This is an optimization exercise on Yosys and OpenROAD, whose aim is small area, not a production implementation. In this exercise RTL edits were held to simulation tests only and were not proved equivalent to the original. Power figures rest on the tool's default switching activity, not on a simulated workload.

### flow/design.v
module SevenSegments(input [3:0] code,
                     output [6:0] segments);
	function lut4(input [15:0] t, input [3:0] i);
		lut4 = t[i];
	endfunction
	function lut3(input [7:0] t, input [2:0] i);
		lut3 = t[i];
	endfunction
	assign segments = {lut4(16'h8083, code),
		lut4(16'h888e, code),
		lut4(16'hbaba, code),
		lut4(16'hfa92, code),
		lut4(16'h0404, code),
		lut4(16'h6060, code),
		lut4(16'h0012, code)};
endmodule
module SevenSegments3(input [2:0] code,
                      output [6:0] segments);
	function lut4(input [15:0] t, input [3:0] i);
		lut4 = t[i];
	endfunction
	function lut3(input [7:0] t, input [2:0] i);
		lut3 = t[i];
	endfunction
	assign segments = {lut3(8'h03, code),
		lut3(8'h0e, code),
		lut3(8'h3a, code),
		lut3(8'h12, code),
		lut3(8'h04, code),
		lut3(8'he0, code),
		lut3(8'h12, code)};
endmodule
module Counter16Bits(
		input clk,
		input reset,
		input enable,
		output reg [3:0] digit0,
		output reg [3:0] digit1,
		output reg [3:0] digit2,
		output reg [3:0] digit3,
		output reg [2:0] digit4
	);
	function lut4(input [15:0] t, input [3:0] i);
		lut4 = t[i];
	endfunction
	function lut3(input [7:0] t, input [2:0] i);
		lut3 = t[i];
	endfunction
	function [3:0] step(input [3:0] d);
		step = {lut4(16'hd580, d), lut4(16'h7878, d), lut4(16'h0066, d), lut4(16'h5555, d)};
	endfunction
	function [2:0] step4(input [2:0] d);
		step4 = {lut3(8'hf8, d), lut3(8'h66, d), lut3(8'h55, d)};
	endfunction
	wire nine0 = lut4(16'h0a00, digit0);
	wire nine1 = lut4(16'h0a00, digit1);
	wire nine2 = lut4(16'h0a00, digit2);
	wire nine3 = lut4(16'h0a00, digit3);
	wire top = lut3(8'h40, digit4) & lut4(16'h00a0, digit3) & lut4(16'h00a0, digit2) &
	           lut4(16'h0088, digit1) & lut4(16'h00a0, digit0);
	wire en1 = enable & nine0;
	wire en2 = en1 & nine1;
	wire en3 = en2 & nine2;
	wire en4 = en3 & nine3;
	wire clr = ~reset | (enable & top);
	always @(posedge clk) begin
		if (clr) begin
			digit0 <= 4'd0;
			digit1 <= 4'd0;
			digit2 <= 4'd0;
			digit3 <= 4'd0;
			digit4 <= 3'd0;
		end else begin
			if (enable) digit0 <= step(digit0);
			if (en1) digit1 <= step(digit1);
			if (en2) digit2 <= step(digit2);
			if (en3) digit3 <= step(digit3);
			if (en4) digit4 <= step4(digit4);
		end
	end
endmodule
module FreqDivider(
		input clk,
		input reset,
		input [9:0] factor,
		output tick
);
	localparam [18:0] LO_LAST = 19'h18544;
	localparam [18:0] LO_MASK = 19'h7dff3;
	localparam [18:0] LO_INV  = 19'h2aaaa;
	reg [18:0] lo_q;
	reg [9:0] hi;
	reg clk_out;
	wire [18:0] lo = lo_q ^ LO_INV;
	wire [10:0] ge;
	assign ge[0] = 1'b1;
	genvar j;
	generate
		for (j = 0; j < 10; j = j + 1) begin : cmp
			assign ge[j+1] = (hi[j] & ~factor[j]) | ((hi[j] | ~factor[j]) & ge[j]);
		end
	endgenerate
	wire hit = ge[10];
	wire lo_last = ((lo ^ LO_LAST) & LO_MASK) == 19'd0;
	wire run_hi = reset & ~hit;
	wire run_lo = run_hi & ~lo_last;
	wire [10:0] c;
	assign c[0] = lo_last;
	generate
		for (j = 0; j < 10; j = j + 1) begin : inc
			assign c[j+1] = c[j] & hi[j];
		end
	endgenerate
	wire [18:0] lo_next = {19{run_lo}} & {lo[17:0], ~(lo[18] ^ lo[5])};
	always @(posedge clk) begin
		lo_q <= lo_next ^ LO_INV;
		hi <= {10{run_hi}} & (hi ^ c[9:0]);
		clk_out <= reset & (clk_out ^ hit);
	end
	assign tick = reset & hit & ~clk_out;
endmodule
module DCalles_Lab7_7Segments(
		input clk,
		input reset,
		input [9:0] clkFactor,
		output [6:0] segment0,
		output [6:0] segment1,
		output [6:0] segment2,
		output [6:0] segment3,
		output [6:0] segment4
	);
	wire tickSignal;
	wire [3:0] digit0Signal, digit1Signal, digit2Signal, digit3Signal;
	wire [2:0] digit4Signal;
	FreqDivider FreqDivider0(
		.clk(clk), .reset(reset), .factor(clkFactor), .tick(tickSignal));
	Counter16Bits Counter16Bits0(
		.clk(clk), .reset(reset), .enable(tickSignal),
		.digit0(digit0Signal), .digit1(digit1Signal), .digit2(digit2Signal),
		.digit3(digit3Signal), .digit4(digit4Signal));
	SevenSegments SevenSegments0(digit0Signal, segment0);
	SevenSegments SevenSegments1(digit1Signal, segment1);
	SevenSegments SevenSegments2(digit2Signal, segment2);
	SevenSegments SevenSegments3(digit3Signal, segment3);
	SevenSegments3 SevenSegments4(digit4Signal, segment4);
endmodule
### flow/flow/run.sh
#!/bin/bash
# Layout flow: the standard.sh (ORFS) with
# - synthesis through flow/synth.tcl (area-oriented abc script, no adder cells);
# - port buffers of the smallest buffer cell, sky130_fd_sc_hd__buf_1;
# - clock tree synthesis with the arguments below: one level of clock
#   buffers from flow/cts_buf, and no dummy loads.
# Each tool's full output is in the ORFS logs under orfs/logs; make's
# output is in flow.log.
set -euo pipefail
here=$(pwd)
export FLOW_SYNTH_TCL=$here/synth_recipe.tcl
export FLOW_ABC_SCRIPT=$here/flow/area.abc
bash standard.sh SYNTH_SCRIPT=$here/flow/synth.tcl \
  "BUFFER_PORTS_ARGS=-buffer_cell sky130_fd_sc_hd__buf_1" \
  "CTS_ARGS=$(cat $here/flow/cts_args)" finish > flow.log 2>&1
### flow/flow/area.abc
strash; dch -f; amap; topo
### flow/flow/cts_args
-sink_clustering_enable -repair_clock_nets -dont_use_dummy_load -sink_clustering_size 50 -sink_clustering_max_diameter 500 -buf_list sky130_fd_sc_hd__clkbuf_8
### flow/flow/synth.tcl
# The standard flow's synthesis (synth_recipe.tcl, which runs ORFS's synth.tcl) with
# two changes that affect only the combinational logic:
# - no extraction of half and full adder cells (ADDER_MAP_FILE unset);
# - abc maps with the area script in flow/area.abc, without the clock
#   period, instead of ORFS's speed script.
# The flip-flops are mapped by dfflibmap before abc, as in the standard flow's run.
if { [info exists ::env(ADDER_MAP_FILE)] } { unset ::env(ADDER_MAP_FILE) }
proc abc {args} {
  set i [lsearch $args -script]
  if {$i >= 0} { set args [lreplace $args $i [expr {$i+1}] -script $::env(FLOW_ABC_SCRIPT)] }
  set i [lsearch $args -D]
  if {$i >= 0} { set args [lreplace $args $i [expr {$i+1}]] }
  yosys abc {*}$args
}
source $::env(FLOW_SYNTH_TCL)
### flow/standard.sh
#!/bin/bash
# synth_recipe.tcl (not shown) runs the flow's synth.tcl, then flattens the netlist and writes it again
# the make line also repeats each setting of config.mk as NAME=value (left out here)
make -C /OpenROAD-flow-scripts/flow DESIGN_CONFIG=/design/flow/config.mk WORK_HOME=/design/flow/orfs CLKGATE_MAP_FILE= SYNTH_SCRIPT=/design/flow/synth_recipe.tcl "${@:-finish}"
### flow/config.mk
export PLATFORM = sky130hd
export DESIGN_NAME = DCalles_Lab7_7Segments
export DESIGN_NICKNAME = DCalles_Lab7_7Segments
export VERILOG_FILES = /design/flow/design.v
export SDC_FILE = /design/flow/constraint.sdc
export NUM_CORES = 4
export LEC_CHECK = 0
export CAP_MARGIN = 20
export CORE_MARGIN = 2
export CORE_UTILIZATION = 40
export SLEW_MARGIN = 20
### flow/constraint.sdc
create_clock -name core_clock -period 12.5 [get_ports {clk}]
set_input_delay 2.5000 -clock core_clock [delete_from_list [all_inputs] [get_ports {clk}]]
set_output_delay 2.5000 -clock core_clock [all_outputs]
set_load 0.01 [all_outputs]
==> tab_implementation.tex, run 1 <==
\begin{tabular}{lr}
\hline
Metric & Value \\
\hline
\multicolumn{2}{l}{\textbf{Status}} \\
\quad Outcome & complete, no violations \\
\multicolumn{2}{l}{\textbf{Synthesis}} \\
\quad Area share of the largest cell type after synthesis & 0.4217 \\
\quad Post-Syn Area per Cell & 7.291 µm² \\
\quad Syn nets & 331 \\
\quad Synthesized-area fraction occupied by xor and xnor cells & 0 \\
\quad Simple logic cell fraction of the synthesized area & 0.2453 \\
\quad Count of different cell masters after synthesis & 24 \\
\quad Cell type contributing the most total cell area after synthesis & dfxtp\_1 \\
\quad Number of synthesized register bits & 49 \\
\quad Ranking of synthesized cells by instance count & nor2\_1 (73), dfxtp\_1 (49), clkinv\_1 (37) \\
\quad Main combinational cell family by area after synthesis & simple AND/OR/NAND/NOR gates \\
\quad Sequential share of the synthesized area & 0.4217 \\
\quad Warnings, synthesis & 4 \\
\quad Post-synthesis compound-gate area fraction & 0.1603 \\
\quad Post-synthesis share of cell area spent on full adders, half adders and majority gates & 0 \\
\quad Synth Flop Type & dfxtp\_1 \\
\quad Leading post-synthesis cells by cell area & dfxtp\_1 (42\%), nor2\_1 (12\%), buf\_4 (11\%) \\
\quad Async set-reset flop share out of synthesis & 0 \\
\quad Fraction of synthesized area in multiplexers & 0 \\
\quad Most instantiated library cell after synthesis & nor2\_1 \\
\quad Cell area after synthesis & 2326 µm² \\
\quad Number of enable flip-flop cells after synthesis & 0 \\
\quad Post-synthesis instance total & 319 \\
\multicolumn{2}{l}{\textbf{Drt}} \\
\quad Total via count in the routed design & 1995 \\
\quad Residual DRC & 0 \\
\quad Average wire length per cell after detail routing & 10.10 µm \\
\quad Via density per instance & 4.890 \\
\quad Residual antenna-violating net count after detailed routing & 0 \\
\quad Starting DRT DRC Count & 119 \\
\quad Detailed-routing iteration count for the pre-antenna-repair pass & 4 \\
\quad Total Routed Length & 4.120 mm \\
\multicolumn{2}{l}{\textbf{Power and ir drop}} \\
\quad Seq pwr share & 0.644 \\
\quad Part of the total power dissipated in combinational logic & 0.023 \\
\quad Static leakage power & 0.7915 nW \\
\quad Cell Int Power & 0.1946 mW \\
\quad Reported net switching power & 0.04937 mW \\
\quad Power per Cell Area & 101.2 nW/µm² \\
\quad Net Sw Frac & 0.2023 \\
\quad Clock network fraction of design power & 0.334 \\
\quad Worst IR Drop VDD & 0.05234 mV \\
\multicolumn{2}{l}{\textbf{Critical path}} \\
\quad Start-to-end type of the worst setup path & in -> reg \\
\quad Crit-path max FO & 6 \\
\quad Endpoint type of the worst setup path & flip-flop \\
\quad Sort of element at the start of the critical path & input pin \\
\quad Data arrival, critical path & 6.55 ns \\
\quad Worst path required time & 12.71 ns \\
\multicolumn{2}{l}{\textbf{Timing}} \\
\quad Tightest hold margin & 0.3810 ns \\
\quad Final setup margin & 6.161 ns \\
\quad Fin. max-slew vios & 0 \\
\quad RSZ-0062 raised after global routing & no \\
\quad Setup TNS & 0 ns \\
\quad Fin crit share & 0.5071 \\
\quad Final hold violation count & 0 \\
\quad Relative slew slack & 0.5654 \\
\quad Max Clock Skew & 0.02031 ns \\
\quad Tightest Pin Transition & 0.6495 ns \\
\quad Final critical-path required period & 6.339 ns \\
\quad Timing-limited maximum frequency & 157.8 MHz \\
\quad Count of endpoints failing setup in the final report & 0 \\
\multicolumn{2}{l}{\textbf{Final layout}} \\
\quad Final antenna diode count & 0 \\
\quad Share of final-layout standard cells stronger than drive strength 1 & 0.02083 \\
\quad Area growth, synth to finish & 3.604\% \\
\quad Final \#Nets & 350 \\
\quad Number of cells in the finished layout apart from fillers & 408 \\
\multicolumn{2}{l}{\textbf{Global route}} \\
\quad Number of global-route vias before repair & 1675 \\
\quad Pin count of the biggest net entering global routing & 17 \\
\quad Global-route congestion overflow total & 0 \\
\quad Global router's overall resource usage & 0.1373 \\
\quad Global-route wire length before repair & 7.100 mm \\
\quad Antenna violations before repair & 0 \\
\multicolumn{2}{l}{\textbf{Place}} \\
\quad Port-buffer cells & 46 \\
\quad Estimated wirelength of the detail-placed design & 3.193 mm \\
\quad Placed cell count & 403 \\
\quad Placement-stage worst setup slack & 5.840 ns \\
\quad RD Place Congestion & 0.8099 \\
\multicolumn{2}{l}{\textbf{Floorplanning}} \\
\quad Core Region & 5574 µm² \\
\quad Ports placed on the boundary & 47 \\
\quad Initial standard-cell utilization of the core & 0.4173 \\
\quad Vertical extent of the die & 80.26 µm \\
\quad Count of standard-cell rows & 27 \\
\quad DIE WIDTH & 80.26 µm \\
\quad Area enclosed by the die boundary & 6441 µm² \\
\multicolumn{2}{l}{\textbf{CTS}} \\
\quad Post-CTS repair timing setup buffer count & 0 \\
\quad Inserted Clock Buffers & 5 \\
\quad Clock Root Buffer & clkbuf\_8 \\
\quad Number of H-tree levels & 2 \\
\quad Number of cells upsized or downsized after cts & 0 \\
\quad Number of hold buffers added after cts & 0 \\
\quad CTS sink count & 49 \\
\quad Later-pin clock latency in the skew report & 0.30 ns \\
\quad Worst-path clk slew & 0.09 ns \\
\quad CTS tree & yes \\
\quad Max clock buf depth & 2 \\
\multicolumn{2}{l}{\textbf{Run}} \\
\quad Max-capacitance violation count & 0 \\
\multicolumn{2}{l}{\textbf{Min path}} \\
\quad Type of the tightest min-delay check & reg -> reg \\
\hline
\end{tabular}
final timing paths:
path                                  from                                     to  slack [ns]  cells past startpoint
max reg2reg     FreqDivider0.hi[1]$_DFF_P_  Counter16Bits0.digit4[0]$_SDFFE_PP0P_        8.04                     22
min reg2reg  FreqDivider0.lo_q[16]$_DFF_P_          FreqDivider0.lo_q[17]$_DFF_P_        0.38                      1
max                           clkFactor[1]  Counter16Bits0.digit4[0]$_SDFFE_PP0P_        6.16                     22
min          FreqDivider0.lo_q[16]$_DFF_P_          FreqDivider0.lo_q[17]$_DFF_P_        0.38                      1
critical path, stage by stage:
cell	delay (ns)
buf_1	0.08
or2_0	0.21
a32oi_1	0.18
o21ai_0	0.11
a222oi_1	0.25
o21ai_0	0.13
o221ai_1	0.08
a21oi_1	0.09
a221oi_1	0.21
nor2_1	0.07
a21o_1	0.15
o21ai_0	0.08
nand3_1	0.22
nor2_1	0.22
nand3_1	0.20
nor2_1	0.21
nand3_1	0.19
clkinv_1	0.13
nand4_1	0.23
nor4_1	0.53
clkinv_1	0.19
a221oi_1	0.29
routing by layer:
layer	wire length [µm]	global-route usage	up-vias
met3	220	0.03708	6
li1	-	-	1080
met4	50	0.04068	0
met1	2074	0.1817	859
met2	1775	0.2183	50
met5	0	0	-
cells in the final DEF, fill, tap and decap left out, drive strengths merged:
master  instances
clkinv         37
nand4           2
nor2           73
a211oi          8
o221ai          1
a32oi           1
or4             2
a221oi          4
o22ai           1
a21o            1
o41ai           1
nand2b          1
nor4            1
clkbuf          5
dfxtp          49
a22oi           3
a21oi          20
a222oi          1
o21ai          16
nor3           20
nand2          29
buf            47
nand3           7
a31oi           4
or2             2
flip-flops by register name, summed over array words and instances (netlist names):
signal,cells
FreqDivider0.hi,10
Counter16Bits0.digit0,4
FreqDivider0.clk_out,1
Counter16Bits0.digit3,4
Counter16Bits0.digit4,3
FreqDivider0.lo_q,19
Counter16Bits0.digit2,4
Counter16Bits0.digit1,4
area by class of cell:
class	instances	area, µm²
timing repair buffer	47	180.2
sequential	49	980.9
tap	72	90.09
clock buffer	5	68.82
inverter	37	138.9
multi-input combinational	198	950.9
fill	582	3164
power groups by stage:
stage / Clock, mW / Sequential (mW) / Combinational [mW]
after floorplan: 0 / 0.161 / 0.00272
after global placement: 0 / 0.161 / 0.00557
after detailed placement: 0 / 0.161 / 0.00569
after CTS: 0.0853 / 0.157 / 0.00566
after global routing: 0.0914 / 0.157 / 0.00629
final: 0.0814 / 0.157 / 0.00556
stage by stage:
| stage | area [µm²] | util | power, mW |
|---|---|---|---|
| 2_1_floorplan | 2326 | - | 0.1633 |
| 3_3_place_gp | 2341 | 0.4200 | 0.1662 |
| 3_5_place_dp | 2341 | 0.4200 | 0.1663 |
| 4_1_cts | 2410 | 0.4323 | 0.2480 |
| 5_1_grt | 2410 | 0.4323 | 0.2548 |
| 6_report | 2410 | 0.4323 | 0.2440 |
kinds of logic after synthesis:
family | after synthesis
AO/OA/AOI/OAI | 61
buffers and inverters | 72
flip-flops | 49
AND/OR/NAND/NOR | 137
==> run 2: changes to the inputs <==
==> flow/flow/cts_args (replaced) <==
-sink_clustering_enable -repair_clock_nets -dont_use_dummy_load -sink_clustering_size 50 -sink_clustering_max_diameter 500 -buf_list sky130_fd_sc_hd__clkbuf_16
==> tab_implementation.tex, run 2 <==
\begin{tabular}{lr}
\hline
Metric & Value \\
\hline
\multicolumn{2}{l}{\textbf{Timing}} \\
\quad Setup TNS & 0 ns (unchanged) \\
\quad Timing-limited maximum frequency & 157.4 MHz (was 157.8 MHz) \\
\quad RSZ-0062 raised after global routing & no (unchanged) \\
\quad Tightest Pin Transition & 0.6488 ns (was 0.6495 ns) \\
\quad Relative slew slack & 0.5659 (was 0.5654) \\
\quad Max Clock Skew & 0.01258 ns (was 0.02031 ns) \\
\quad Final critical-path required period & 6.352 ns (was 6.339 ns) \\
\quad Count of endpoints failing setup in the final report & 0 (unchanged) \\
\quad Fin. max-slew vios & 0 (unchanged) \\
\quad Fin crit share & 0.5082 (was 0.5071) \\
\quad Final hold violation count & 0 (unchanged) \\
\multicolumn{2}{l}{\textbf{Synthesis}} \\
\quad Post-synthesis instance total & 319 (unchanged) \\
\quad Syn nets & 331 (unchanged) \\
\quad Area share of the largest cell type after synthesis & 0.4217 (unchanged) \\
\quad Post-Syn Area per Cell & 7.291 µm² (unchanged) \\
\quad Sequential share of the synthesized area & 0.4217 (unchanged) \\
\quad Leading post-synthesis cells by cell area & dfxtp\_1 (42\%), nor2\_1 (12\%), buf\_4 (11\%) (unchanged) \\
\quad Most instantiated library cell after synthesis & nor2\_1 (unchanged) \\
\quad Cell area after synthesis & 2326 µm² (unchanged) \\
\quad Ranking of synthesized cells by instance count & nor2\_1 (73), dfxtp\_1 (49), clkinv\_1 (37) (unchanged) \\
\quad Number of enable flip-flop cells after synthesis & 0 (unchanged) \\
\quad Count of different cell masters after synthesis & 24 (unchanged) \\
\quad Number of synthesized register bits & 49 (unchanged) \\
\quad Async set-reset flop share out of synthesis & 0 (unchanged) \\
\quad Synth Flop Type & dfxtp\_1 (unchanged) \\
\quad Warnings, synthesis & 4 (unchanged) \\
\quad Cell type contributing the most total cell area after synthesis & dfxtp\_1 (unchanged) \\
\multicolumn{2}{l}{\textbf{CTS}} \\
\quad Later-pin clock latency in the skew report & 0.28 ns (was 0.30 ns) \\
\quad Number of hold buffers added after cts & 0 (unchanged) \\
\quad Post-CTS repair timing setup buffer count & 0 (unchanged) \\
\quad Number of H-tree levels & 2 (unchanged) \\
\quad CTS tree & yes (unchanged) \\
\quad Number of cells upsized or downsized after cts & 0 (unchanged) \\
\quad Inserted Clock Buffers & 5 (unchanged) \\
\quad Max clock buf depth & 2 (unchanged) \\
\quad CTS sink count & 49 (unchanged) \\
\quad Clock Root Buffer & clkbuf\_16 (was clkbuf\_8) \\
\quad Worst-path clk slew & 0.06 ns (was 0.09 ns) \\
\multicolumn{2}{l}{\textbf{Final layout}} \\
\quad Final antenna diode count & 0 (unchanged) \\
\quad Utilization after layout & 0.4424 (was 0.4323) \\
\quad Final standard cell area without fillers & 2466 µm² (was 2410 µm²) \\
\quad Most common cell after layout, fill and taps aside & nor2\_1 (unchanged) \\
\quad Share of final-layout standard cells stronger than drive strength 1 & 0.02083 (unchanged) \\
\quad Commonest cells after routing, fill and taps aside & nor2\_1 (73), dfxtp\_1 (49), buf\_1 (46), clkinv\_1 (37), nand2\_1 (29) (unchanged) \\
\quad Regs by FF count & FreqDivider0.lo\_q (19), FreqDivider0.hi (10) (unchanged) \\
\quad Number of cells in the finished layout apart from fillers & 408 (unchanged) \\
\quad Area growth, synth to finish & 6.025\% (was 3.604\%) \\
\quad Final \#Nets & 350 (unchanged) \\
\quad Reg with most FFs & FreqDivider0.lo\_q (unchanged) \\
\quad Largest register FFs & 19 (unchanged) \\
\multicolumn{2}{l}{\textbf{Min path}} \\
\quad Type of the tightest min-delay check & reg -> reg (unchanged) \\
\multicolumn{2}{l}{\textbf{Place}} \\
\quad Port-buffer cells & 46 (unchanged) \\
\quad Estimated wirelength of the detail-placed design & 3.193 mm (unchanged) \\
\quad Placed cell count & 403 (unchanged) \\
\quad RD Place Congestion & 0.8099 (unchanged) \\
\quad Placed instance area & 2341 µm² (unchanged) \\
\multicolumn{2}{l}{\textbf{Critical path}} \\
\quad Worst path required time & 12.69 ns (was 12.71 ns) \\
\quad Data arrival, critical path & 6.54 ns (was 6.55 ns) \\
\quad Buf/Inv on CP & 3 (unchanged) \\
\quad Cell with the largest stage delay on the worst path & nor4\_1 (unchanged) \\
\quad Delay-heaviest family, CP & simple AND/OR/NAND/NOR gates (unchanged) \\
\quad Crit-path max FO & 6 (unchanged) \\
\quad Start-to-end type of the worst setup path & in -> reg (unchanged) \\
\quad Endpoint type of the worst setup path & flip-flop (unchanged) \\
\quad Sort of element at the start of the critical path & input pin (unchanged) \\
\quad Ordered list of cells on the worst path & buf\_1 -> or2\_0 -> a32oi\_1 -> o21ai\_0 -> a222oi\_1 -> o21ai\_0 -> o221ai\_1 -> a21oi\_1 -> a221oi\_1 -> nor2\_1 -> a21o\_1 -> o21ai\_0 -> nand3\_1 -> nor2\_1 -> nand3\_1 -> nor2\_1 -> nand3\_1 -> clkinv\_1 -> nand4\_1 -> nor4\_1 -> clkinv\_1 -> a221oi\_1 (unchanged) \\
\quad CP max stage delay & 0.53 ns (about the same) \\
\multicolumn{2}{l}{\textbf{Floorplanning}} \\
\quad Core Region & 5574 µm² (unchanged) \\
\quad DIE WIDTH & 80.26 µm (unchanged) \\
\quad Initial standard-cell utilization of the core & 0.4173 (unchanged) \\
\quad Vertical extent of the die & 80.26 µm (unchanged) \\
\quad Area enclosed by the die boundary & 6441 µm² (unchanged) \\
\quad Ports placed on the boundary & 47 (unchanged) \\
\quad Count of standard-cell rows & 27 (unchanged) \\
\multicolumn{2}{l}{\textbf{Drt}} \\
\quad Total via count in the routed design & 2007 (was 1995) \\
\quad Starting DRT DRC Count & 97 (was 119) \\
\quad Detailed-routing iteration count for the pre-antenna-repair pass & 5 (was 4) \\
\quad Residual DRC & 0 (unchanged) \\
\quad Residual antenna-violating net count after detailed routing & 0 (unchanged) \\
\quad Average wire length per cell after detail routing & 10.23 µm (was 10.10 µm) \\
\quad Total Routed Length & 4.175 mm (was 4.120 mm) \\
\quad Via density per instance & 4.919 (was 4.890) \\
\multicolumn{2}{l}{\textbf{Global route}} \\
\quad Pin count of the biggest net entering global routing & 17 (unchanged) \\
\quad Global router's overall resource usage & 0.1390 (was 0.1373) \\
\quad Global-route wire length before repair & 7.162 mm (was 7.100 mm) \\
\quad Global-route congestion overflow total & 0 (unchanged) \\
\quad Number of global-route vias before repair & 1676 (was 1675) \\
\quad Antenna violations before repair & 0 (unchanged) \\
\multicolumn{2}{l}{\textbf{Power and ir drop}} \\
\quad Net Sw Frac & 0.1905 (was 0.2023) \\
\quad Part of the total power dissipated in combinational logic & 0.020 (was 0.023) \\
\quad Worst IR Drop VDD & 0.05847 mV (was 0.05234 mV) \\
\quad Power per Cell Area & 114.9 nW/µm² (was 101.2 nW/µm²) \\
\quad Clock network fraction of design power & 0.425 (was 0.334) \\
\quad Cell Int Power & 0.2293 mW (was 0.1946 mW) \\
\quad Seq pwr share & 0.555 (was 0.644) \\
\quad Reported net switching power & 0.05398 mW (was 0.04937 mW) \\
\quad Static leakage power & 0.8172 nW (was 0.7915 nW) \\
\multicolumn{2}{l}{\textbf{Run}} \\
\quad Max-capacitance violation count & 0 (unchanged) \\
\multicolumn{2}{l}{\textbf{Status}} \\
\quad Outcome & complete, no violations (unchanged) \\
\hline
\end{tabular}
[run 2: cell counts after synthesis]
Identical to the previous run, type by type.
[run 2: cell families after synthesis]
family          after synthesis  share of synthesized area
simple gates                137                     0.2453
buf+inv                      72                     0.1727
compound gates               61                     0.1603
flops                        49                     0.4217
[run 2: path summary, 6_finish.rpt]
path	startpoint	to	cells past startpoint	slack [ns]
setup / recovery	clkFactor[1]	Counter16Bits0.digit4[0]$_SDFFE_PP0P_	22	6.15
hold / removal	FreqDivider0.lo_q[16]$_DFF_P_	FreqDivider0.lo_q[17]$_DFF_P_	1	0.37
setup reg to reg	FreqDivider0.hi[1]$_DFF_P_	Counter16Bits0.digit4[0]$_SDFFE_PP0P_	22	8.05
hold reg to reg	FreqDivider0.lo_q[16]$_DFF_P_	FreqDivider0.lo_q[17]$_DFF_P_	1	0.37
[run 2: power groups by stage]
stage | logic [mW] | clock network (mW) | registers, mW
after detailed placement | 0.00569 | 0 | 0.161
final | 0.00558 | 0.121 | 0.157
after CTS | 0.00566 | 0.124 | 0.157
after floorplan | 0.00272 | 0 | 0.161
after global placement | 0.00557 | 0 | 0.161
after global routing | 0.00629 | 0.131 | 0.157
[run 2: final cells by class]
| cell class | count | area [µm²] |
|---|---|---|
| clock buffers | 5 | 125.1 |
| fillers | 572 | 3108 |
| inverters | 37 | 138.9 |
| multi-input cells | 198 | 950.9 |
| flip-flops and latches | 49 | 980.9 |
| well taps | 72 | 90.09 |
| repair buffers | 47 | 180.2 |
[run 2: per-stage QoR]
step / power [mW] / hold slack (ns) / worst slack [ns]
2_1_floorplan: 0.1633 / 0.3434 / 6.395
3_3_place_gp: 0.1662 / 0.3618 / 5.989
3_5_place_dp: 0.1663 / 0.3555 / 5.840
4_1_cts: 0.2867 / 0.3752 / 6.141
5_1_grt: 0.2943 / 0.3908 / 5.602
6_report: 0.2833 / 0.3745 / 6.148
[run 2: per-layer routing]
layer / up-vias / routed length (µm) / GRT usage
li1: 1076 / - / -
met5: - / 0 / 0
met4: 0 / 52 / 0.04068
met2: 62 / 1813 / 0.2217
met3: 7 / 253 / 0.03708
met1: 862 / 2056 / 0.1840
[run 2: worst register-to-register path, delay by kind of cell, from the launching register on]
kind	cells	cell delay, ns
AO/OA/AOI/OAI	10	1.57
AND/OR/NAND/NOR	9	2.08
buffers and inverters	3	0.42
flip-flops	1	0.31
==> run 3: changes to the inputs <==
==> flow/flow/cts_args (replaced) <==
-repair_clock_nets -dont_use_dummy_load -buf_list sky130_fd_sc_hd__clkbuf_8 -sink_buffer_max_cap_derate 1.0
==> tab_implementation.tex, run 3 <==
\begin{tabular}{lr}
\hline
Metric & Value \\
\hline
\multicolumn{2}{l}{\textbf{Status}} \\
\quad Outcome & complete, no violations (unchanged) \\
\multicolumn{2}{l}{\textbf{Critical path}} \\
\quad Start-to-end type of the worst setup path & in -> reg (unchanged) \\
\quad Endpoint type of the worst setup path & flip-flop (unchanged) \\
\quad Ordered list of cells on the worst path & buf\_1 -> or2\_0 -> a32oi\_1 -> o21ai\_0 -> a222oi\_1 -> o21ai\_0 -> o221ai\_1 -> a21oi\_1 -> a221oi\_1 -> nor2\_1 -> a21o\_1 -> o21ai\_0 -> nand3\_1 -> nor2\_1 -> nand3\_1 -> nor2\_1 -> nand3\_1 -> clkinv\_1 -> nand4\_1 -> nor4\_1 -> clkinv\_1 -> a221oi\_1 (unchanged) \\
\quad CP max stage delay & 0.53 ns (about the same) \\
\quad Delay-heaviest family, CP & simple AND/OR/NAND/NOR gates (unchanged) \\
\quad Worst path required time & 12.71 ns (was 12.69 ns) \\
\quad Logic depth of the worst path, buffers included & 22 (unchanged) \\
\quad Reg2Reg Depth & 22 (unchanged) \\
\quad Sort of element at the start of the critical path & input pin (unchanged) \\
\quad Data arrival, critical path & 6.55 ns (was 6.54 ns) \\
\quad Crit-path max FO & 6 (unchanged) \\
\quad Cell with the largest stage delay on the worst path & nor4\_1 (unchanged) \\
\quad Buf/Inv on CP & 3 (unchanged) \\
\multicolumn{2}{l}{\textbf{Timing}} \\
\quad Fin crit share & 0.5071 (was 0.5082) \\
\quad RSZ-0062 raised after global routing & no (unchanged) \\
\quad Setup TNS & 0 ns (unchanged) \\
\quad Final hold violation count & 0 (unchanged) \\
\quad Relative slew slack & 0.5654 (was 0.5659) \\
\quad Tightest Pin Transition & 0.6495 ns (was 0.6488 ns) \\
\quad Fin. max-slew vios & 0 (unchanged) \\
\quad Max Clock Skew & 0.02031 ns (was 0.01258 ns) \\
\quad Count of endpoints failing setup in the final report & 0 (unchanged) \\
\quad Tightest hold margin & 0.3810 ns (was 0.3745 ns) \\
\quad Timing-limited maximum frequency & 157.8 MHz (was 157.4 MHz) \\
\quad Final setup margin & 6.161 ns (was 6.148 ns) \\
\quad Final critical-path required period & 6.339 ns (was 6.352 ns) \\
\multicolumn{2}{l}{\textbf{Synthesis}} \\
\quad Ranking of synthesized cells by instance count & nor2\_1 (73), dfxtp\_1 (49), clkinv\_1 (37) (unchanged) \\
\quad Syn nets & 331 (unchanged) \\
\quad Synth Flop Type & dfxtp\_1 (unchanged) \\
\quad Warnings, synthesis & 4 (unchanged) \\
\quad Post-Syn Area per Cell & 7.291 µm² (unchanged) \\
\quad Leading post-synthesis cells by cell area & dfxtp\_1 (42\%), nor2\_1 (12\%), buf\_4 (11\%) (unchanged) \\
\quad Post-synthesis instance total & 319 (unchanged) \\
\quad Number of synthesized register bits & 49 (unchanged) \\
\quad Sequential share of the synthesized area & 0.4217 (unchanged) \\
\quad Count of different cell masters after synthesis & 24 (unchanged) \\
\quad Number of enable flip-flop cells after synthesis & 0 (unchanged) \\
\quad Cell type contributing the most total cell area after synthesis & dfxtp\_1 (unchanged) \\
\quad Most instantiated library cell after synthesis & nor2\_1 (unchanged) \\
\quad Cell area after synthesis & 2326 µm² (unchanged) \\
\quad Async set-reset flop share out of synthesis & 0 (unchanged) \\
\quad Area share of the largest cell type after synthesis & 0.4217 (unchanged) \\
\multicolumn{2}{l}{\textbf{Floorplanning}} \\
\quad Core Region & 5574 µm² (unchanged) \\
\quad Vertical extent of the die & 80.26 µm (unchanged) \\
\quad DIE WIDTH & 80.26 µm (unchanged) \\
\quad Initial standard-cell utilization of the core & 0.4173 (unchanged) \\
\quad Area enclosed by the die boundary & 6441 µm² (unchanged) \\
\quad Count of standard-cell rows & 27 (unchanged) \\
\quad Ports placed on the boundary & 47 (unchanged) \\
\multicolumn{2}{l}{\textbf{Drt}} \\
\quad Residual antenna-violating net count after detailed routing & 0 (unchanged) \\
\quad Residual DRC & 0 (unchanged) \\
\quad Detailed-routing iteration count for the pre-antenna-repair pass & 4 (was 5) \\
\quad Via density per instance & 4.890 (was 4.919) \\
\quad Total Routed Length & 4.120 mm (was 4.175 mm) \\
\quad Starting DRT DRC Count & 119 (was 97) \\
\quad Average wire length per cell after detail routing & 10.10 µm (was 10.23 µm) \\
\quad Total via count in the routed design & 1995 (was 2007) \\
\multicolumn{2}{l}{\textbf{CTS}} \\
\quad Clock Root Buffer & clkbuf\_8 (was clkbuf\_16) \\
\quad Worst-path clk slew & 0.09 ns (was 0.06 ns) \\
\quad Later-pin clock latency in the skew report & 0.30 ns (was 0.28 ns) \\
\quad Number of hold buffers added after cts & 0 (unchanged) \\
\quad Number of cells upsized or downsized after cts & 0 (unchanged) \\
\quad Number of H-tree levels & 2 (unchanged) \\
\quad Post-CTS repair timing setup buffer count & 0 (unchanged) \\
\quad Max clock buf depth & 2 (unchanged) \\
\quad CTS tree & yes (unchanged) \\
\quad CTS sink count & 49 (unchanged) \\
\quad Inserted Clock Buffers & 5 (unchanged) \\
\multicolumn{2}{l}{\textbf{Final layout}} \\
\quad Largest register FFs & 19 (unchanged) \\
\quad Utilization after layout & 0.4323 (was 0.4424) \\
\quad Final antenna diode count & 0 (unchanged) \\
\quad Final \#Nets & 350 (unchanged) \\
\quad Commonest cells after routing, fill and taps aside & nor2\_1 (73), dfxtp\_1 (49), buf\_1 (46), clkinv\_1 (37), nand2\_1 (29) (unchanged) \\
\quad Area growth, synth to finish & 3.604\% (was 6.025\%) \\
\quad Reg with most FFs & FreqDivider0.lo\_q (unchanged) \\
\quad Share of final-layout standard cells stronger than drive strength 1 & 0.02083 (unchanged) \\
\quad Most common cell after layout, fill and taps aside & nor2\_1 (unchanged) \\
\quad Regs by FF count & FreqDivider0.lo\_q (19), FreqDivider0.hi (10) (unchanged) \\
\multicolumn{2}{l}{\textbf{Power and ir drop}} \\
\quad Power per Cell Area & 101.2 nW/µm² (was 114.9 nW/µm²) \\
\quad Overall power & 0.2440 mW (was 0.2833 mW) \\
\quad Worst IR Drop VDD & 0.05234 mV (was 0.05847 mV) \\
\quad Static leakage power & 0.7915 nW (was 0.8172 nW) \\
\multicolumn{2}{l}{\textbf{Global route}} \\
\quad Number of global-route vias before repair & 1675 (was 1676) \\
\quad Global router's overall resource usage & 0.1373 (was 0.1390) \\
\quad Pin count of the biggest net entering global routing & 17 (unchanged) \\
\quad Global-route congestion overflow total & 0 (unchanged) \\
\quad Antenna violations before repair & 0 (unchanged) \\
\quad Global-route wire length before repair & 7.100 mm (was 7.162 mm) \\
\multicolumn{2}{l}{\textbf{Place}} \\
\quad Placement-stage worst setup slack & 5.840 ns (unchanged) \\
\quad Estimated wirelength of the detail-placed design & 3.193 mm (unchanged) \\
\quad RD Place Congestion & 0.8099 (unchanged) \\
\quad Port-buffer cells & 46 (unchanged) \\
\multicolumn{2}{l}{\textbf{Min path}} \\
\quad Worst hold path cell count & 1 (unchanged) \\
\quad Type of the tightest min-delay check & reg -> reg (unchanged) \\
\multicolumn{2}{l}{\textbf{Run}} \\
\quad Max-capacitance violation count & 0 (unchanged) \\
\hline
\end{tabular}
==> run 3: metrics by stage <==
step	std cells	area, µm²
2_1_floorplan	319	2326
3_3_place_gp	403	2341
3_5_place_dp	403	2341
4_1_cts	408	2410
5_1_grt	408	2410
6_report	408	2410
==> run 3: final timing paths <==
check | slack (ns) | to | start
max | 6.16 | Counter16Bits0.digit4[0]$_SDFFE_PP0P_ | clkFactor[1]
min | 0.38 | FreqDivider0.lo_q[17]$_DFF_P_ | FreqDivider0.lo_q[16]$_DFF_P_
max reg2reg | 8.04 | Counter16Bits0.digit4[0]$_SDFFE_PP0P_ | FreqDivider0.hi[1]$_DFF_P_
min reg2reg | 0.38 | FreqDivider0.lo_q[17]$_DFF_P_ | FreqDivider0.lo_q[16]$_DFF_P_
==> run 3: worst reg2reg max path: stages (launching register included) <==
cell,delay (ns)
dfxtp_1,0.32
clkinv_1,0.10
or2_0,0.21
a32oi_1,0.18
o21ai_0,0.11
a222oi_1,0.25
o21ai_0,0.13
o221ai_1,0.08
a21oi_1,0.09
a221oi_1,0.21
nor2_1,0.07
a21o_1,0.15
o21ai_0,0.08
nand3_1,0.22
nor2_1,0.22
nand3_1,0.20
nor2_1,0.21
nand3_1,0.19
clkinv_1,0.13
nand4_1,0.23
nor4_1,0.53
clkinv_1,0.19
a221oi_1,0.29
==> run 3: area by class of cell <==
class,instances,area (µm²)
fill,582,3164
sequential,49,980.9
multi-input combinational,198,950.9
timing repair buffer,47,180.2
inverter,37,138.9
tap,72,90.09
clock buffer,5,68.82
==> run 3: power breakdown <==
group          internal, mW  switching, mW  leakage (nW)  total (mW)
Clock                0.0361         0.0453        0.0359      0.0814
Sequential            0.157       0.000325         0.396       0.157
Combinational       0.00178        0.00379         0.360     0.00556
==> run 3: cell families after synthesis <==
family	share of synthesized area
buffers and inverters	0.1727
DFF	0.4217
AOI/OAI and AO/OA	0.1603
and+or+nand+nor	0.2453
==> run 3: layer usage <==
metal,vias to the layer above,share of wire,GRT usage
li1,1080,-,-
met1,859,0.50,0.1817
met2,50,0.43,0.2183
met3,6,0.053,0.03708
met4,0,0.012,0.04068
met5,-,0,0
==> run 4: changes to the inputs <==
==> flow/flow/run.sh (replaced) <==
#!/bin/bash
# Layout flow: the standard.sh (ORFS) with
# - synthesis through flow/synth.tcl (area-oriented abc script, no adder cells);
# - port buffers of the smallest buffer cell, sky130_fd_sc_hd__buf_1.
# Each tool's full output is in the ORFS logs under orfs/logs; make's
# output is in flow.log.
set -euo pipefail
here=$(pwd)
export FLOW_SYNTH_TCL=$here/synth_recipe.tcl
export FLOW_ABC_SCRIPT=$here/flow/area.abc
bash standard.sh SYNTH_SCRIPT=$here/flow/synth.tcl \
  "BUFFER_PORTS_ARGS=-buffer_cell sky130_fd_sc_hd__buf_1" finish > flow.log 2>&1
removed: flow/flow/cts_args
==> tab_implementation.tex, run 4 <==
\begin{tabular}{lr}
\hline
Metric & Value \\
\hline
\multicolumn{2}{l}{\textbf{Status}} \\
\quad Outcome & complete, no violations (unchanged) \\
\multicolumn{2}{l}{\textbf{Final layout}} \\
\quad Regs by FF count & FreqDivider0.lo\_q (19), FreqDivider0.hi (10) (unchanged) \\
\quad Share of final-layout standard cells stronger than drive strength 1 & 0.02950 (was 0.02083) \\
\quad Reg with most FFs & FreqDivider0.lo\_q (unchanged) \\
\quad Final \#Nets & 350 (unchanged) \\
\quad Commonest cells after routing, fill and taps aside & nor2\_1 (73), dfxtp\_1 (49), buf\_1 (46), clkinv\_1 (37), nand2\_1 (29) (unchanged) \\
\quad Final antenna diode count & 0 (unchanged) \\
\quad Multi-input combinational cell area & 950.9 µm² (unchanged) \\
\quad Most common cell after layout, fill and taps aside & nor2\_1 (unchanged) \\
\quad Area growth, synth to finish & 5.810\% (was 3.604\%) \\
\quad Largest register FFs & 19 (unchanged) \\
\quad Fillers & 575 (was 582) \\
\quad FF/Latch Area & 980.9 µm² (unchanged) \\
\multicolumn{2}{l}{\textbf{CTS}} \\
\quad CTS sink count & 49 (unchanged) \\
\quad Clock Root Buffer & clkbuf\_8 (unchanged) \\
\quad Inserted Clock Buffers & 5 (unchanged) \\
\quad Worst-path clk slew & 0.09 ns (about the same) \\
\quad Max clock buf depth & 2 (unchanged) \\
\quad CTS tree & yes (unchanged) \\
\quad Number of cells upsized or downsized after cts & 0 (unchanged) \\
\quad Post-CTS repair timing setup buffer count & 0 (unchanged) \\
\quad Later-pin clock latency in the skew report & 0.30 ns (about the same) \\
\quad Number of H-tree levels & 2 (unchanged) \\
\quad Number of hold buffers added after cts & 0 (unchanged) \\
\multicolumn{2}{l}{\textbf{Drt}} \\
\quad Via density per instance & 4.876 (was 4.890) \\
\quad Total via count in the routed design & 2004 (was 1995) \\
\quad Detailed-routing iteration count for the pre-antenna-repair pass & 5 (was 4) \\
\quad Average wire length per cell after detail routing & 10.13 µm (was 10.10 µm) \\
\quad Residual antenna-violating net count after detailed routing & 0 (unchanged) \\
\quad Total Routed Length & 4.165 mm (was 4.120 mm) \\
\quad Residual DRC & 0 (unchanged) \\
\quad Starting DRT DRC Count & 115 (was 119) \\
\multicolumn{2}{l}{\textbf{Critical path}} \\
\quad Data arrival, critical path & 6.55 ns (about the same) \\
\quad Endpoint type of the worst setup path & flip-flop (unchanged) \\
\quad Start-to-end type of the worst setup path & in -> reg (unchanged) \\
\quad Sort of element at the start of the critical path & input pin (unchanged) \\
\quad Worst path required time & 12.71 ns (about the same) \\
\quad Crit-path max FO & 6 (unchanged) \\
\multicolumn{2}{l}{\textbf{Place}} \\
\quad Port-buffer cells & 46 (unchanged) \\
\quad RD Place Congestion & 0.8099 (unchanged) \\
\quad Estimated wirelength of the detail-placed design & 3.193 mm (unchanged) \\
\multicolumn{2}{l}{\textbf{Synthesis}} \\
\quad Cell area after synthesis & 2326 µm² (unchanged) \\
\quad Most instantiated library cell after synthesis & nor2\_1 (unchanged) \\
\quad Count of different cell masters after synthesis & 24 (unchanged) \\
\quad Sequential share of the synthesized area & 0.4217 (unchanged) \\
\quad Cell type contributing the most total cell area after synthesis & dfxtp\_1 (unchanged) \\
\quad Area share of the largest cell type after synthesis & 0.4217 (unchanged) \\
\quad Ranking of synthesized cells by instance count & nor2\_1 (73), dfxtp\_1 (49), clkinv\_1 (37) (unchanged) \\
\quad Synth Flop Type & dfxtp\_1 (unchanged) \\
\quad Leading post-synthesis cells by cell area & dfxtp\_1 (42\%), nor2\_1 (12\%), buf\_4 (11\%) (unchanged) \\
\quad Async set-reset flop share out of synthesis & 0 (unchanged) \\
\quad Post-Syn Area per Cell & 7.291 µm² (unchanged) \\
\quad Number of synthesized register bits & 49 (unchanged) \\
\quad Post-synthesis instance total & 319 (unchanged) \\
\quad Warnings, synthesis & 4 (unchanged) \\
\quad Syn nets & 331 (unchanged) \\
\quad Number of enable flip-flop cells after synthesis & 0 (unchanged) \\
\multicolumn{2}{l}{\textbf{Floorplanning}} \\
\quad DIE WIDTH & 80.26 µm (unchanged) \\
\quad Core Region & 5574 µm² (unchanged) \\
\quad Count of standard-cell rows & 27 (unchanged) \\
\quad Area enclosed by the die boundary & 6441 µm² (unchanged) \\
\quad Initial standard-cell utilization of the core & 0.4173 (unchanged) \\
\quad Ports placed on the boundary & 47 (unchanged) \\
\quad Vertical extent of the die & 80.26 µm (unchanged) \\
\multicolumn{2}{l}{\textbf{Global route}} \\
\quad Antenna violations before repair & 0 (unchanged) \\
\quad Number of global-route vias before repair & 1685 (was 1675) \\
\quad Global router's overall resource usage & 0.1380 (was 0.1373) \\
\quad Global-route wire length before repair & 7.155 mm (was 7.100 mm) \\
\quad Global-route congestion overflow total & 0 (unchanged) \\
\quad Pin count of the biggest net entering global routing & 17 (unchanged) \\
\multicolumn{2}{l}{\textbf{Power and ir drop}} \\
\quad Overall power & 0.2782 mW (was 0.2440 mW) \\
\quad Cell Int Power & 0.2235 mW (was 0.1946 mW) \\
\quad Static leakage power & 0.8130 nW (was 0.7915 nW) \\
\quad Clock network fraction of design power & 0.416 (was 0.334) \\
\quad Seq pwr share & 0.564 (was 0.644) \\
\quad Reported net switching power & 0.05474 mW (was 0.04937 mW) \\
\quad Worst IR Drop VDD & 0.05421 mV (was 0.05234 mV) \\
\quad Net Sw Frac & 0.1968 (was 0.2023) \\
\quad Part of the total power dissipated in combinational logic & 0.020 (was 0.023) \\
\quad Power per Cell Area & 113.0 nW/µm² (was 101.2 nW/µm²) \\
\multicolumn{2}{l}{\textbf{Timing}} \\
\quad Setup TNS & 0 ns (unchanged) \\
\quad Tightest Pin Transition & 0.6479 ns (was 0.6495 ns) \\
\quad RSZ-0062 raised after global routing & no (unchanged) \\
\quad Relative slew slack & 0.5665 (was 0.5654) \\
\quad Max Clock Skew & 0.008759 ns (was 0.02031 ns) \\
\quad Final critical-path required period & 6.336 ns (was 6.339 ns) \\
\quad Final hold violation count & 0 (unchanged) \\
\quad Fin crit share & 0.5069 (was 0.5071) \\
\quad Timing-limited maximum frequency & 157.8 MHz (about the same) \\
\quad Fin. max-slew vios & 0 (unchanged) \\
\quad Count of endpoints failing setup in the final report & 0 (unchanged) \\
\multicolumn{2}{l}{\textbf{Run}} \\
\quad Max-capacitance violation count & 0 (unchanged) \\
\multicolumn{2}{l}{\textbf{Min path}} \\
\quad Type of the tightest min-delay check & reg -> reg (unchanged) \\
\hline
\end{tabular}
run 4: cell counts after synthesis:
No cell type changed its count.
run 4: metal layers:
metal,vias up,global-route usage,part of all wire
li1,1078,-,-
met1,862,0.1832,0.50
met2,62,0.2192,0.44
met3,2,0.03708,0.057
met4,0,0.04068,0.0055
met5,-,0,0
run 4: cell families (layout without fill, tap and decap cells):
kind of cell    Yosys count  after routing  share of synthesized area
simple gates            137            137                     0.2453
buf+inv                  72             92                     0.1727
compound gates           61             61                     0.1603
flops                    49             49                     0.4217
run 4: worst paths after layout:
path / from / endpoint / slack (ns) / cells past startpoint
worst max-delay path: clkFactor[1] / Counter16Bits0.digit4[0]$_SDFFE_PP0P_ / 6.16 / 22
worst min register to register: FreqDivider0.lo_q[16]$_DFF_P_ / FreqDivider0.lo_q[17]$_DFF_P_ / 0.39 / 1
worst max register to register: FreqDivider0.hi[1]$_DFF_P_ / Counter16Bits0.digit4[0]$_SDFFE_PP0P_ / 8.03 / 22
worst min-delay path: FreqDivider0.lo_q[16]$_DFF_P_ / FreqDivider0.lo_q[17]$_DFF_P_ / 0.39 / 1
run 4: layout make-up:
cell class | instances | share of cell area
clock buffers | 6 | 0.03355
repair buffers | 47 | 0.07321
well taps | 72 | 0.03660
inverters | 37 | 0.05643
multi-input cells | 198 | 0.3864
flip-flops and latches | 49 | 0.3986
clock inverters | 2 | 0.01525
run 4: power groups by stage:
stage                     clock network [mW]  logic (mW)  registers (mW)
after detailed placement                   0     0.00569           0.161
after floorplan                            0     0.00272           0.161
after global placement                     0     0.00557           0.161
final                                  0.116     0.00555           0.157
after CTS                              0.119     0.00566           0.157
after global routing                   0.126     0.00628           0.157
run 4: per-stage QoR:
stage | utilization | area [µm²] | instances | hold slack (ns) | setup slack [ns]
floorplan | - | 2326 | 319 | 0.3434 | 6.395
global placement | 0.4200 | 2341 | 403 | 0.3618 | 5.989
detailed placement | 0.4200 | 2341 | 403 | 0.3555 | 5.840
CTS | 0.4415 | 2461 | 411 | 0.3849 | 6.166
global route | 0.4415 | 2461 | 411 | 0.4008 | 5.631
finish | 0.4415 | 2461 | 411 | 0.3851 | 6.164
run 4: critical path: stages:
cell and delay [ns]:
buf_1 0.08, or2_0 0.21, a32oi_1 0.18, o21ai_0 0.11, a222oi_1 0.25, o21ai_0 0.13, o221ai_1 0.08, a21oi_1 0.09
a221oi_1 0.21, nor2_1 0.07, a21o_1 0.15, o21ai_0 0.08, nand3_1 0.22, nor2_1 0.22, nand3_1 0.20, nor2_1 0.21
nand3_1 0.19, clkinv_1 0.13, nand4_1 0.23, nor4_1 0.53, clkinv_1 0.19, a221oi_1 0.29

## what the ideal ports hide
No port has a modelled driver above. Below, the same layouts with a new extraction and two added sets of constraints.
Step 1 sets driving cells, clkbuf_16 on the clock port and buf_2 on the other inputs (assumed; they add their load-dependent delay and slew).
Step 2 also shifts input and output timing later by t, the mid clock arrival at the registers, as if the neighbouring blocks saw the same clock.
Slacks: no drivers / after step 1 / after step 2; pairs: no drivers / after step 1.
| run | t (ns) | setup WS [ns] | hold WS [ns] | clock arrival spread, ns |
|---|---|---|---|---|
| run 1 | 0.316 | 6.161 / 6.169 / 5.853 | 0.381 / 0.381 / 0.381 | 0.021 / 0.020 |
| run 2 | 0.308 | 6.148 / 6.160 / 5.852 | 0.374 / 0.374 / 0.374 | 0.012 / 0.013 |
| run 3 | 0.316 | 6.161 / 6.169 / 5.853 | 0.381 / 0.381 / 0.381 | 0.021 / 0.020 |
| run 4 | 0.323 | 6.164 / 6.172 / 5.849 | 0.385 / 0.385 / 0.385 | 0.009 / 0.009 |
After both steps setup and hold are still met in every run listed. For run 4, which loses most, drivers alone change the setup slack by +0.008 ns; drivers and shift together by -0.315 ns.
